What follows belongs to an exercise in optimizing a design on an open flow for small area and a short achievable clock period; a production flow would make more cautious choices. Only simulation tests tie the RTL to the original design; equivalence was not proved. Power and IR drop assume default switching activity.

## flow/design.v (module list and top-level ports; edited modules follow where they fit)
// module user_logic: 1586 lines
// module mul_fa: 4 lines
// module mul_ha: 4 lines
// module mul_o22ai: 3 lines
// module mul_ao22: 3 lines
// module mul_x2: 3 lines
// module mul_o21ai: 3 lines
// module mul_a22oi: 3 lines
// module mul_nand2: 3 lines
// module mul_a21oi: 3 lines
// module mul_maj3: 3 lines
// module mul_omux: 3 lines
module user_logic
(
  Bus2IP_Clk,                      
  Bus2IP_Reset,                    
  Bus2IP_Data,                     
  Bus2IP_BE,                       
  Bus2IP_RdCE,                     
  Bus2IP_WrCE,                     
  IP2Bus_Data,                     
  IP2Bus_RdAck,                    
  IP2Bus_WrAck,                    
  IP2Bus_Error                     
);
  // ...
==> flow/flow/run.sh <==
#!/bin/bash
set -euo pipefail
bash standard.sh "BUFFER_PORTS_ARGS=-buffer_cell sky130_fd_sc_hd__buf_2" \
  "CTS_ARGS=-sink_clustering_enable -repair_clock_nets -dont_use_dummy_load -sink_clustering_size 20" \
  finish > make.log 2>&1
==> flow/standard.sh <==
#!/bin/bash
# synth_recipe.tcl (not shown) runs the flow's synth.tcl, then flattens the netlist and writes it again
# the make line also repeats each setting of config.mk as NAME=value (left out here)
make -C /OpenROAD-flow-scripts/flow DESIGN_CONFIG=/design/flow/config.mk WORK_HOME=/design/flow/orfs CLKGATE_MAP_FILE= SYNTH_SCRIPT=/design/flow/synth_recipe.tcl "${@:-finish}"
==> flow/config.mk <==
export PLATFORM = sky130hd
export DESIGN_NAME = user_logic
export DESIGN_NICKNAME = user_logic
export VERILOG_FILES = /design/flow/design.v
export SDC_FILE = /design/flow/constraint.sdc
export NUM_CORES = 4
export LEC_CHECK = 0
export ABC_AREA = 0
export CAP_MARGIN = 20
export CORE_MARGIN = 2
export CORE_UTILIZATION = 40
export SETUP_SLACK_MARGIN = 4.0
export SLEW_MARGIN = 20
export SYNTH_HIERARCHICAL = 1
export SYNTH_MINIMUM_KEEP_SIZE = 0
==> flow/constraint.sdc <==
create_clock -name core_clock -period 8.0 [get_ports {Bus2IP_Clk}]
set_input_delay 1.6000 -clock core_clock [delete_from_list [all_inputs] [get_ports {Bus2IP_Clk}]]
set_output_delay 1.6000 -clock core_clock [all_outputs]
set_load 0.01 [all_outputs]
==> flow_summary.toml, run 1 <==
[status]
status = "complete, no violations"

[synthesis]
synthTopCellsByArea = "fa_1 27%, dfxtp_1 22%, xor2_1 17%, o22ai_1 10%, nand2_1 3.2%"
synth-compound-area-share_pct = 18.6
seq_area_frac_synth_pct = 21.8
synth_top_area_share_pct = 27.5
synth_top_area_cell = "fa_1"
synthTopCellsByCount = "311 x xor2_1, 257 x o22ai_1, 214 x fa_1"

[pwr]
ir_drop_mv = 0.154
p_clk_share_pct = 30.6

[sta]
timing.slew.headroom_pct = 32.4
setup_ws_ns = 3.87
post-route-min-period_ns = 4.13

[routing]
first_pass_iters = 6
vias = 13700
highest_layer = "met4"
route.met2.wl_um = 25600

[cells_and_area]
biggestCellCategory = "multi-input gates"
reg_top3 = "slv_reg0 (32), slv_reg1 (32), slv_reg2 (32)"
seq_cell_count = 170
inv_count = 57
final-nonclk-buf-share_pct = 7.15

[placed_design]
placed_cells = 2155
place_ws_ns = 3.10

[die]
taps = 518

[worst_setup_path]
crit_fanout = 5
crit_buf_inv = 3
critPathKind = "in2out"
worstPathCellList = "buf_12, bufbuf_16, a22oi_2, a21oi_4, buf_6"

[clocking]
worstSkewPairLatency_ns = 0.47
cts.path.max_buffers = 2
cts_tree = "built"

[global_route]
grt_use_met1_pct = 35.6
grt_util_met2_pct = 43.1
==> run 2, diff against run 1 <==
--- a/flow/design.v
+++ b/flow/design.v
@@ -1570,20 +1570,21 @@
     if (gi % 8 == 0) begin : g_dec
       wire n01, n2x;
       mul_nand2 u_n01 (.a(Bus2IP_RdCE[0]), .b(Bus2IP_RdCE[1]), .y(n01));
       mul_o21ai u_n2x (.a(Bus2IP_RdCE[0]), .b(Bus2IP_RdCE[1]), .c(Bus2IP_RdCE[2]), .y(n2x));
       mul_nand2 u_many (.a(n01), .b(n2x), .y(many));
     end else begin : g_use
       assign many = g_rd[gi - gi % 8].many;
     end
-    wire t01, t2;
-    mul_a22oi u_t01 (.a(Bus2IP_RdCE[0]), .b(slv_reg0[gi]), .c(Bus2IP_RdCE[1]), .d(slv_reg1[gi]), .y(t01));
-    mul_nand2 u_t2 (.a(Bus2IP_RdCE[2]), .b(slv_reg2[gi]), .y(t2));
-    mul_a21oi u_y (.a(t01), .b(t2), .c(many), .y(IP2Bus_Data[gi]));
+    wire n0, n1, n2;
+    mul_nand2 u_n0 (.a(Bus2IP_RdCE[0]), .b(slv_reg0[gi]), .y(n0));
+    mul_nand2 u_n1 (.a(Bus2IP_RdCE[1]), .b(slv_reg1[gi]), .y(n1));
+    mul_nand2 u_n2 (.a(Bus2IP_RdCE[2]), .b(slv_reg2[gi]), .y(n2));
+    mul_a31oi u_y (.a(n0), .b(n1), .c(n2), .d(many), .y(IP2Bus_Data[gi]));
   end endgenerate
   assign IP2Bus_WrAck = Bus2IP_WrCE[0] | Bus2IP_WrCE[1] | Bus2IP_WrCE[2];
   assign IP2Bus_RdAck = Bus2IP_RdCE[0] | Bus2IP_RdCE[1] | Bus2IP_RdCE[2];
   assign IP2Bus_Error = 1'b0;
 endmodule
 module mul_fa (input a, input b, input c, output s, output co);
   assign s  = a ^ b ^ c;
   assign co = (a & b) | (a & c) | (b & c);
@@ -1599,23 +1600,20 @@
   assign y = (a & b) | (c & d);
 endmodule
 module mul_x2 (input a, input b, output y);
   assign y = a ^ b;
 endmodule
 module mul_o21ai (input a, input b, input c, output y);
   assign y = ~((a | b) & c);
 endmodule
-module mul_a22oi (input a, input b, input c, input d, output y);
-  assign y = ~((a & b) | (c & d));
-endmodule
 module mul_nand2 (input a, input b, output y);
   assign y = ~(a & b);
 endmodule
-module mul_a21oi (input a, input b, input c, output y);
-  assign y = ~((a & b) | c);
+module mul_a31oi (input a, input b, input c, input d, output y);
+  assign y = ~((a & b & c) | d);
 endmodule
 module mul_maj3 (input a, input b, input c, output y);
   assign y = (a & b) | (a & c) | (b & c);
 endmodule
 module mul_omux (input many, input s0, input s1, input s2, input d0, input d1, input d2, output y);
   assign y = ~many & ((s0 & d0) | (s1 & d1) | (s2 & d2));
 endmodule
--- a/flow/config.mk
+++ b/flow/config.mk
@@ -4,12 +4,13 @@
 export VERILOG_FILES = /design/flow/design.v
 export SDC_FILE = /design/flow/constraint.sdc
 export NUM_CORES = 4
 export LEC_CHECK = 0
 export ABC_AREA = 0
 export CAP_MARGIN = 20
 export CORE_MARGIN = 2
 export CORE_UTILIZATION = 40
+export PLACE_DENSITY = 0.75
 export SETUP_SLACK_MARGIN = 4.0
 export SLEW_MARGIN = 20
 export SYNTH_HIERARCHICAL = 1
 export SYNTH_MINIMUM_KEEP_SIZE = 0
==> run 2 against run 1 <==
Clock-buffer cell count did not move. Non-clock buffer count is 1 lower. Global-route usage up 1.1 points. Die area shrank 1.5%. Largest cell class unchanged. Largest power group unchanged. Core utilization increased by 0.91 points. Still clean on timing, DRC and antenna.
==> flow_summary.toml, run 2 <==
[synthesis]
ys.flop_type = "dfxtp_1"
netlist_area_mm2 = 0.0154
synth_warnings = 7
yosysMostFrequentCell = "xor2_1"
ys_ff_latch = 170
synthTopCellsByArea = "fa_1 28%, dfxtp_1 22%, xor2_1 18%, o22ai_1 10%, nand2_1 4.8%"
async_flop_share_pct = 0
ys_types = 52
syn_nets = 1866
synth_top_area_share_pct = 27.9
synth_top_area_cell = "fa_1"
syn_inst = 1591
syn_area_per_cell_um2 = 9.65
seq_area_frac_synth_pct = 22.2
synthTopCellsByCount = "311 x xor2_1, 257 x o22ai_1, 214 x fa_1"
synth_edf_count = 0

[routing]
drc_errors = 0
drtIter0Drc = 2432
viasPerCell = 6.47
wl_per_cell_um = 25.6
vias = 14500
drt_wl_total_um = 57700
first_pass_iters = 8
route.antenna.remaining_nets = 0

[clocking]
htreeDepth = 4
cts_tree = "built"
cts.clk_slew.worst_paths_ns = 0.08
cts_buffers = 17
postCtsHoldBufs = 0
clock-sinks = 170
cts.path.max_buffers = 2
worstSkewPairLatency_ns = 0.46
clockRootBuffer = "clkbuf_16"

[sta]
setup_viol = 0
rsz0062_at_grt = "true"
tightest_slew_ns = 1.29
finalCritPeriodShare_pct = 51.0
timing.slew.headroom_pct = 13.8
skew_ns = 0.0316
holdWs_ns = 0.429
clock.fmax_mhz = 245
slew_violations = 0
post-route-min-period_ns = 4.08
finalSetupTns_ns = 0
hold_violations = 0

[run]
drv_cap = 0

[pwr]
ir_drop_mv = 0.0921
powerDensity_mw_per_mm2 = 123
leakage_uw = 0.00888

[die]
rows = 71
core_mm2 = 0.0378
dieHeight_um = 200
die_w_um = 200
io_pins = 79
start_util_pct = 40.7
dieArea_mm2 = 0.0400

[placed_design]
dp_hpwl_um = 34800
place.gp.congestion = 0.979
portBuffers = 77

[cells_and_area]
fillers = 3381
final_common_cell = "xor2_1"
antenna_cells = 0
reg_top3 = "slv_reg0 (32), slv_reg1 (32), slv_reg2 (32)"
fin_nets = 2015
drive_gt1_share_pct = 14.3
layout_common_cells = "306 x xor2_1, 257 x o22ai_1, 214 x fa_1"
syn_to_final_growth_pct = 18.4

[min_path]
hp-class = "reg2reg"

[worst_setup_path]
worst_path_largest_cell_delay_ns = 0.21
crit_path_end_kind = "output port"
crit_arrival_ns = 2.48
crit_fanout = 8
start_kind = "primary input"
worstPathCellList = "buf_16, buf_8, nand2_1, nand2_4, a31oi_2, buf_2"
critPathKind = "in2out"
cp_slowest_cell = "a31oi_2"
required_ns = 6.40

[global_route]
grt_pass1_wl_um = 85700
grt_overflow = 0
antenna_found_initial = 1
grt_pass1_vias = 14600
grt_max_degree = 71
grtUsageTotal_pct = 29.0

[status]
status = "complete, no violations"
==> run 2: cell count changes after synthesis <==
cell	delta
nand2_1	+63
a22oi_2	-32
a21oi_2	-32
a31oi_1	+32
==> run 2: cell type report <==
class / instances / area, µm² / share of cell area, %
Multi-Input combinational cell: 1344 / 12100 / 66.7
Sequential cell: 170 / 3430 / 18.9
Tap cell: 511 / 639 / 3.52
Timing Repair Buffer: 149 / 1290 / 7.08
Clock buffer: 17 / 425 / 2.34
Inverter: 53 / 221 / 1.22
Timing Repair inverter: 5 / 37.5 / 0.207
==> run 2: repair_timing <==
item,4_1_cts,5_1_grt
setup buffers,21,29
pin swaps,9,10
gates resized for setup,64,37
gates cloned,13,0
endpoints found under the setup margin,93,68
==> run 2: through the flow <==
| stage | utilization [%] | power (µW) | cell area, µm² | worst slack, ns | std cells |
|---|---|---|---|---|---|
| floorplan | - | 1300 | 15400 | 4.05 | 1591 |
| global placement | 43.6 | 1480 | 16500 | 3.12 | 2169 |
| detailed placement | 43.6 | 1490 | 16500 | 3.15 | 2169 |
| CTS | 46.7 | 2200 | 17600 | 3.94 | 2220 |
| global route | 48.1 | 2310 | 18200 | 3.92 | 2249 |
| finish | 48.1 | 2230 | 18200 | 3.92 | 2249 |
==> run 2: path summary, 6_finish.rpt <==
kind | depth (start not counted) | slack [ns] | endpoint | from
hold / removal | 1 | 0.43 | slv_reg2[25] | p6_0
setup / recovery | 6 | 3.92 | IP2Bus_Data[29] | Bus2IP_RdCE[1]
hold reg to reg | 1 | 0.43 | slv_reg2[25] | p6_0
setup reg to reg | 9 | 3.92 | p17_1 | slv_reg1[22]
==> run 2: cell families after synthesis <==
logic type	Yosys count	synth area share [%]
AO/OA/AOI/OAI	385	15.7
AND/OR/NAND/NOR	369	10.3
XOR/XNOR	320	18.3
adder cells (fa/ha/maj)	231	29.3
flip-flops	170	22.2
buffers and inverters	81	2.04
multiplexers	34	2.22
other	1	0.0244
==> run 2: worst max-delay path: cells and delay by family <==
| family | cells | cell delay [ns] |
|---|---|---|
| buffers and inverters | 3 | 0.44 |
| AOI/OAI and AO/OA | 1 | 0.21 |
| and+or+nand+nor | 2 | 0.23 |
==> run 2: power by group <==
| part | internal, µW | switching, µW |
|---|---|---|
| clock network | 368 | 314 |
| logic | 220 | 370 |
| registers | 909 | 50.7 |
==> run 2: metal layers <==
layer | up-vias | wire length [µm] | global-route usage, %
met3 | 446 | 8620 | 11.0
met5 | - | 0 | 0
met2 | 1394 | 24300 | 43.4
met4 | 0 | 4120 | 15.8
li1 | 5841 | - | -
met1 | 6859 | 20600 | 36.1
==> run 2: Yosys stat by module (local to each module, per instance) <==
module / flip-flops and latches / times used / cells inside / cell area, µm²
mul_x2: 0 / 286 / 1 / 8.76
user_logic: 170 / 1 / 693 / 6330
mul_fa: 0 / 213 / 1 / 20.0
mul_o21ai: 0 / 4 / 1 / 5.00
mul_ha: 0 / 3 / 1 / 12.5
mul_nand2: 0 / 104 / 1 / 3.75
mul_o22ai: 0 / 256 / 1 / 6.26
mul_a31oi: 0 / 32 / 1 / 6.26
==> run 3, diff against run 2 <==
--- a/flow/config.mk
+++ b/flow/config.mk
@@ -10,6 +10,5 @@
 export CORE_MARGIN = 2
 export CORE_UTILIZATION = 40
-export PLACE_DENSITY = 0.75
-export SETUP_SLACK_MARGIN = 4.0
+export SETUP_SLACK_MARGIN = 4.25
 export SLEW_MARGIN = 20
 export SYNTH_HIERARCHICAL = 1
==> run 3 against run 2 <==
Worst hold slack gained 0.0034 ns. Sequential share of layout area decreased by 0.65 points. Clock power increased by 2%. Die area unchanged. Final cell count is 1.5% higher. Register-to-register slack gained 0.43 ns. Largest cell class unchanged.
==> flow_summary.toml, run 3 <==
[status]
status = "complete, no violations"

[die]
dieArea_mm2 = 0.0400
die_w_um = 200
rows = 71
io_pins = 79
start_util_pct = 40.7
core_mm2 = 0.0378
dieHeight_um = 200

[cells_and_area]
drive_gt1_share_pct = 17.1
syn_to_final_growth_pct = 23.1
fin_nets = 2047
final_util_pct = 50.1
fin_area_mm2 = 0.0189
reg_top3 = "slv_reg0 (32), slv_reg1 (32), slv_reg2 (32)"
final_common_cell = "xor2_1"
layout_common_cells = "308 x xor2_1, 256 x o22ai_1, 214 x fa_1"

[global_route]
grt_overflow = 0
grt_pass1_wl_um = 89100
antenna_found_initial = 3
grt_max_degree = 71
grtUsageTotal_pct = 30.6
grt_pass1_vias = 14300

[worst_setup_path]
ff2ff_path_depth = 8
critPathKind = "in2out"
crit_arrival_ns = 2.43
crit_fanout = 8
critical_path.endpoint = "IP2Bus_Data[0]"
r2r_end = "p19_1"
rrSetupSlack_ns = 4.35
r2r-start = "slv_reg1[22]"
crit_path_end_kind = "output port"
start_kind = "primary input"
required_ns = 6.40
crit_start = "Bus2IP_RdCE[0]"

[routing]
viasPerCell = 6.17
route.antenna.remaining_nets = 0
wl_per_cell_um = 26.4
drc_errors = 0
drt_wl_total_um = 60200
drtIter0Drc = 1913
vias = 14100
first_pass_iters = 6

[run]
drv_cap = 0

[placed_design]
place.gp.congestion = 0.878
placed_area_mm2 = 0.0165
portBuffers = 77
dp_hpwl_um = 36000

[clocking]
htreeDepth = 4
cts.clk_slew.worst_paths_ns = 0.07
cts_buffers = 17
worstSkewPairLatency_ns = 0.47
clockRootBuffer = "clkbuf_16"
postCtsHoldBufs = 0
cts.path.max_buffers = 2
clock-sinks = 170
cts_tree = "built"

[min_path]
hp-class = "reg2reg"
hp-start = "p1_0"

[sta]
setup_viol = 0
skew_ns = 0.0316
finalCritPeriodShare_pct = 50.3
timing.slew.headroom_pct = 35.0
rsz0062_at_grt = "true"
post-route-min-period_ns = 4.03
finalSetupTns_ns = 0
slew_violations = 0
hold_violations = 0
clock.fmax_mhz = 248
tightest_slew_ns = 0.974

[synthesis]
syn_area_per_cell_um2 = 9.65
synth_top_area_cell = "fa_1"
syn_inst = 1591
ys.flop_type = "dfxtp_1"
ys_ff_latch = 170
synth_edf_count = 0
ys_types = 52
async_flop_share_pct = 0
yosysMostFrequentCell = "xor2_1"
synthTopCellsByArea = "fa_1 28%, dfxtp_1 22%, xor2_1 18%, o22ai_1 10%, nand2_1 4.8%"
synthTopCellsByCount = "311 x xor2_1, 257 x o22ai_1, 214 x fa_1"
syn_nets = 1866
synth_warnings = 7
seq_area_frac_synth_pct = 22.2
netlist_area_mm2 = 0.0154
synth_top_area_share_pct = 27.9

[pwr]
powerDensity_mw_per_mm2 = 121
p_total_uw = 2290
leakage_uw = 0.00921
ir_drop_mv = 0.160
[run 3: modules after synthesis (local to each module, per instance), a selection]
module / cells / times used / flip-flops and latches
mul_a31oi: 1 / 32 / 0
mul_ha: 1 / 3 / 0
user_logic: 693 / 1 / 170
mul_x2: 1 / 286 / 0
mul_fa: 1 / 213 / 0
mul_nand2: 1 / 104 / 0
[run 3: worst max-delay path, stage by stage]
cell	delay [ns]
buf_16	0.13
o21ai_4	0.21
nand2_8	0.14
a31oi_4	0.19
buf_2	0.16
[run 3: repair_timing]
action	CTS	global route
gates cloned	14	1
setup buffers	50	30
resized for setup	98	42
pin swaps	17	8
endpoints found under the setup margin	88	61
[run 3: area by class of cell]
type | instances | area [µm²]
Sequential cell | 170 | 3450
Tap cell | 511 | 639
Timing Repair Buffer | 182 | 1800
Clock buffer | 17 | 425
Multi-Input combinational cell | 1345 | 12300
Antenna cell | 2 | 5.00
Fill cell | 3428 | 18900
Timing Repair inverter | 3 | 22.5
Inverter | 53 | 224
[run 3: cell families (layout without fill, tap and decap cells)]
logic type	count (synthesis)	count (layout)	share of synthesized area [%]
compound gates	385	390	15.7
xor+xnor	320	320	18.3
fa+ha+maj	231	231	29.3
buf+inv	81	255	2.04
flops	170	170	22.2
mux	34	34	2.22
other cells	1	3	0.0244
simple gates	369	369	10.3
[run 3: worst min-delay path by stage]
stage	cells past startpoint	endpoint	slack (ns)
6_report	1	slv_reg2[30]	0.43
5_1_grt	1	slv_reg2[31]	0.45
4_1_cts	1	slv_reg2[31]	0.43
3_3_place_gp	1	slv_reg2[26]	0.41
3_5_place_dp	1	slv_reg2[26]	0.42
2_1_floorplan	1	slv_reg2[25]	0.41
[run 3: stage by stage]
stage	hold slack [ns]	setup WS [ns]	cells
floorplan	0.406	4.22	1591
global placement	0.413	3.42	2169
detailed placement	0.415	3.44	2169
CTS	0.432	4.01	2250
global route	0.447	3.96	2281
finish	0.432	3.97	2283
[run 3: per-layer routing]
metal | wire, µm | share of wire (%) | up-vias | global-route usage [%]
li1 | - | - | 5913 | -
met1 | 23100 | 38 | 6888 | 39.5
met2 | 26200 | 44 | 1052 | 46.1
met3 | 7450 | 12 | 241 | 9.49
met4 | 3500 | 5.8 | 2 | 16.1
met5 | 13 | 0.022 | - | 0
[run 3: power by group]
group / total (µW) / leakage [µW] / internal (µW) / switching (µW)
Combinational: 637 / 0.00761 / 240 / 397
Sequential: 955 / 0.00139 / 908 / 46.5
Clock: 694 / 0.000210 / 368 / 326
Total: 2290 / 0.00921 / 1520 / 770
==> run 4, diff against run 3 <==
--- a/flow/config.mk
+++ b/flow/config.mk
@@ -10,5 +10,5 @@
 export CORE_MARGIN = 2
 export CORE_UTILIZATION = 40
-export SETUP_SLACK_MARGIN = 4.25
+export SETUP_SLACK_MARGIN = 4.0
 export SLEW_MARGIN = 20
 export SYNTH_HIERARCHICAL = 1
==> run 4 against run 3 <==
Critical path type unchanged. Critical path depth is the same. Worst hold slack gained 0.0090 ns. Die area did not move. Synthesized cell count is the same.
==> flow_summary.toml, run 4 <==
[sta]
skew_ns = 0.0362
finalSetupTns_ns = 0
slew_violations = 0
setup_viol = 0
clock.fmax_mhz = 251
post-route-min-period_ns = 3.98
timing.slew.headroom_pct = 20.0
rsz0062_at_grt = "true"
tightest_slew_ns = 1.20
holdWs_ns = 0.441
hold_violations = 0
finalCritPeriodShare_pct = 49.8

[cells_and_area]
drive_gt1_share_pct = 13.0
layout_common_cells = "308 x xor2_1, 257 x o22ai_1, 214 x fa_1"
final-instance-count-excl-fill = 2237
fin_nets = 2003
final_util_pct = 47.4
syn_to_final_growth_pct = 16.6
reg_top3 = "slv_reg0 (32), slv_reg1 (32), slv_reg2 (32)"
antenna_cells = 0
final_common_cell = "xor2_1"

[placed_design]
place.gp.congestion = 0.912
placed_cells = 2176
dp_hpwl_um = 36000
portBuffers = 77

[pwr]
leakage_uw = 0.00883
p_clk_share_pct = 30.8
switchingPower_uw = 758
powerDensity_mw_per_mm2 = 126
switching_share_pct = 33.6
combPwrFrac_pct = 26.5
p_total_uw = 2250
ir_drop_mv = 0.163
p_int_uw = 1500
power_frac_seq_pct = 42.7

[clocking]
clockRootBuffer = "clkbuf_16"
cts.clk_slew.worst_paths_ns = 0.07
postCtsHoldBufs = 0
worstSkewPairLatency_ns = 0.46
htreeDepth = 4
clock-sinks = 170
cts_tree = "built"
cts.path.max_buffers = 2
cts_buffers = 17

[global_route]
antenna_found_initial = 0
grtUsageTotal_pct = 29.4
grt_pass1_wl_um = 85700
grt_overflow = 0
grt_pass1_vias = 14000
grt_max_degree = 71

[min_path]
hp-start = "p0_0"
hold_end = "slv_reg2[31]"
whs_path_depth = 1
hp-class = "reg2reg"

[synthesis]
seq_area_frac_synth_pct = 22.2
yosys.area_share.simple_pct = 10.3
netlist_area_mm2 = 0.0154
synth_warnings = 7
syn_inst = 1591
ys_types = 52
synth_top_family_by_area = "adder cells"
muxShareOfSynthArea_pct = 2.22
synth_top_area_cell = "fa_1"
synthTopCellsByArea = "fa_1 28%, dfxtp_1 22%, xor2_1 18%, o22ai_1 10%, nand2_1 4.8%"
syn_nets = 1866
synth_edf_count = 0
synth-compound-area-share_pct = 15.7
synth_top_area_share_pct = 27.9
synthTopCellsByCount = "311 x xor2_1, 257 x o22ai_1, 214 x fa_1"
synth-xor-area-share_pct = 18.3
yosysMostFrequentCell = "xor2_1"
ys_ff_latch = 170
async_flop_share_pct = 0
ys.flop_type = "dfxtp_1"
synthAdderAreaFrac_pct = 29.3
syn_area_per_cell_um2 = 9.65

[worst_setup_path]
r2r_end = "p31_1"
crit_path_end_kind = "output port"
start_kind = "primary input"
rrSetupSlack_ns = 4.05
required_ns = 6.40
critPathKind = "in2out"
crit_arrival_ns = 2.38
crit_fanout = 8
r2r-start = "slv_reg1[22]"
ff2ff_path_depth = 10

[routing]
drt_wl_total_um = 58100
drtIter0Drc = 1633
viasPerCell = 6.16
wl_per_cell_um = 26.0
vias = 13800
route.antenna.remaining_nets = 0
first_pass_iters = 6
drc_errors = 0

[die]
die_w_um = 200
dieHeight_um = 200
start_util_pct = 40.7
dieArea_mm2 = 0.0400
io_pins = 79
rows = 71
core_mm2 = 0.0378

[run]
drv_cap = 0

[status]
status = "complete, no violations"
[run 4: what timing repair did]
| action | in CTS | in global routing |
|---|---|---|
| endpoints found under the setup margin | 74 | 47 |
| pin swaps | 7 | 5 |
| gates cloned | 6 | 4 |
| setup buffers | 13 | 21 |
| gates resized for setup | 48 | 25 |
[run 4: per-stage QoR]
stage / instance area (µm²) / setup WS (ns)
after floorplan: 15400 / 4.05
after global placement: 16500 / 3.38
after detailed placement: 16500 / 3.38
after CTS: 17400 / 4.00
after global routing: 17900 / 3.98
final: 17900 / 4.02
[run 4: kinds of logic (layout without fill, tap and decap cells)]
group	Yosys count	count (layout)
other cells	1	1
compound gates	385	387
fa+ha+maj	231	231
flops	170	170
buf+inv	81	214
simple gates	369	369
xor+xnor	320	320
mux	34	34
[run 4: per-layer routing]
metal | global-route usage, % | part of all wire, %
met5 | 0 | 0
met1 | 39.1 | 39
met4 | 15.1 | 5.4
met3 | 6.52 | 11
met2 | 45.3 | 44
[run 4: per-module statistics from Yosys (local to each module, per instance)]
module	flip-flops and latches	cells inside
mul_ha	0	1
user_logic	170	693
mul_x2	0	1
mul_a31oi	0	1
mul_o22ai	0	1
mul_nand2	0	1
mul_fa	0	1
mul_o21ai	0	1
[run 4: power groups by stage]
stage | combinational, µW | clock [µW] | sequential, µW
finish | 598 | 694 | 962
detailed placement | 533 | 0 | 983
global route | 638 | 729 | 967
floorplan | 336 | 0 | 965
CTS | 565 | 701 | 962
global placement | 528 | 0 | 984
[run 4: area by class of cell]
class / instances / area (µm²)
inverters: 53 / 218
repair buffers: 141 / 1240
multi-input cells: 1342 / 11900
well taps: 511 / 639
fillers: 3579 / 19800
repair inverters: 3 / 22.5
clock buffers: 17 / 425
flip-flops and latches: 170 / 3430
[run 4: worst max-delay path, cell delays in order]
cell and delay [ns]:
buf_16 0.13, o21ai_4 0.16, nand2_4 0.15, a31oi_1 0.18, buf_2 0.15
[run 4: worst max-delay path by stage]
stage / slack, ns / end / depth (start not counted) / start
2_1_floorplan: 4.05 / p31_1 / 9 / slv_reg1[14]
4_1_cts: 4.00 / p31_1 / 11 / slv_reg1[26]
3_3_place_gp: 3.38 / IP2Bus_Data[8] / 5 / Bus2IP_RdCE[1]
5_1_grt: 3.98 / p31_1 / 10 / slv_reg1[20]
3_5_place_dp: 3.38 / IP2Bus_Data[8] / 5 / Bus2IP_RdCE[1]
6_report: 4.02 / IP2Bus_Data[13] / 5 / Bus2IP_RdCE[1]

-- re-timing with driven ports --
How much do the figures lean on ideal ports? The routed layouts below were timed once more, with nothing changed but the port constraints.
Step 1: set_driving_cell puts a clkbuf_16 on Bus2IP_Clk and a buf_2 on each other input, an assumption about the parent block.
Step 2 moves the port delays by t, midway between the first and last clock arrival at a register: inputs arrive t later, outputs are due t later. That takes back most of the time a late clock gives input paths.
a / b / c = ideal / step 1 / step 2; a / b = the first two.
run | t, ns | setup slack, ns | worst setup path at the end | pins driven straight from the clock port
run 1 | 0.499 | 3.871 / 3.822 / 3.822 | input to output | 1
run 2 | 0.495 | 3.917 / 3.761 / 3.761 | input to output | 1
run 3 | 0.504 | 3.972 / 3.848 / 3.848 | input to output | 1
run 4 | 0.502 | 4.020 / 3.879 / 3.879 | input to output | 1
After both steps every run listed still meets setup and hold. The setup slack of run 2, which loses most, moves by -0.156 ns with the drivers and by -0.156 ns with both steps.
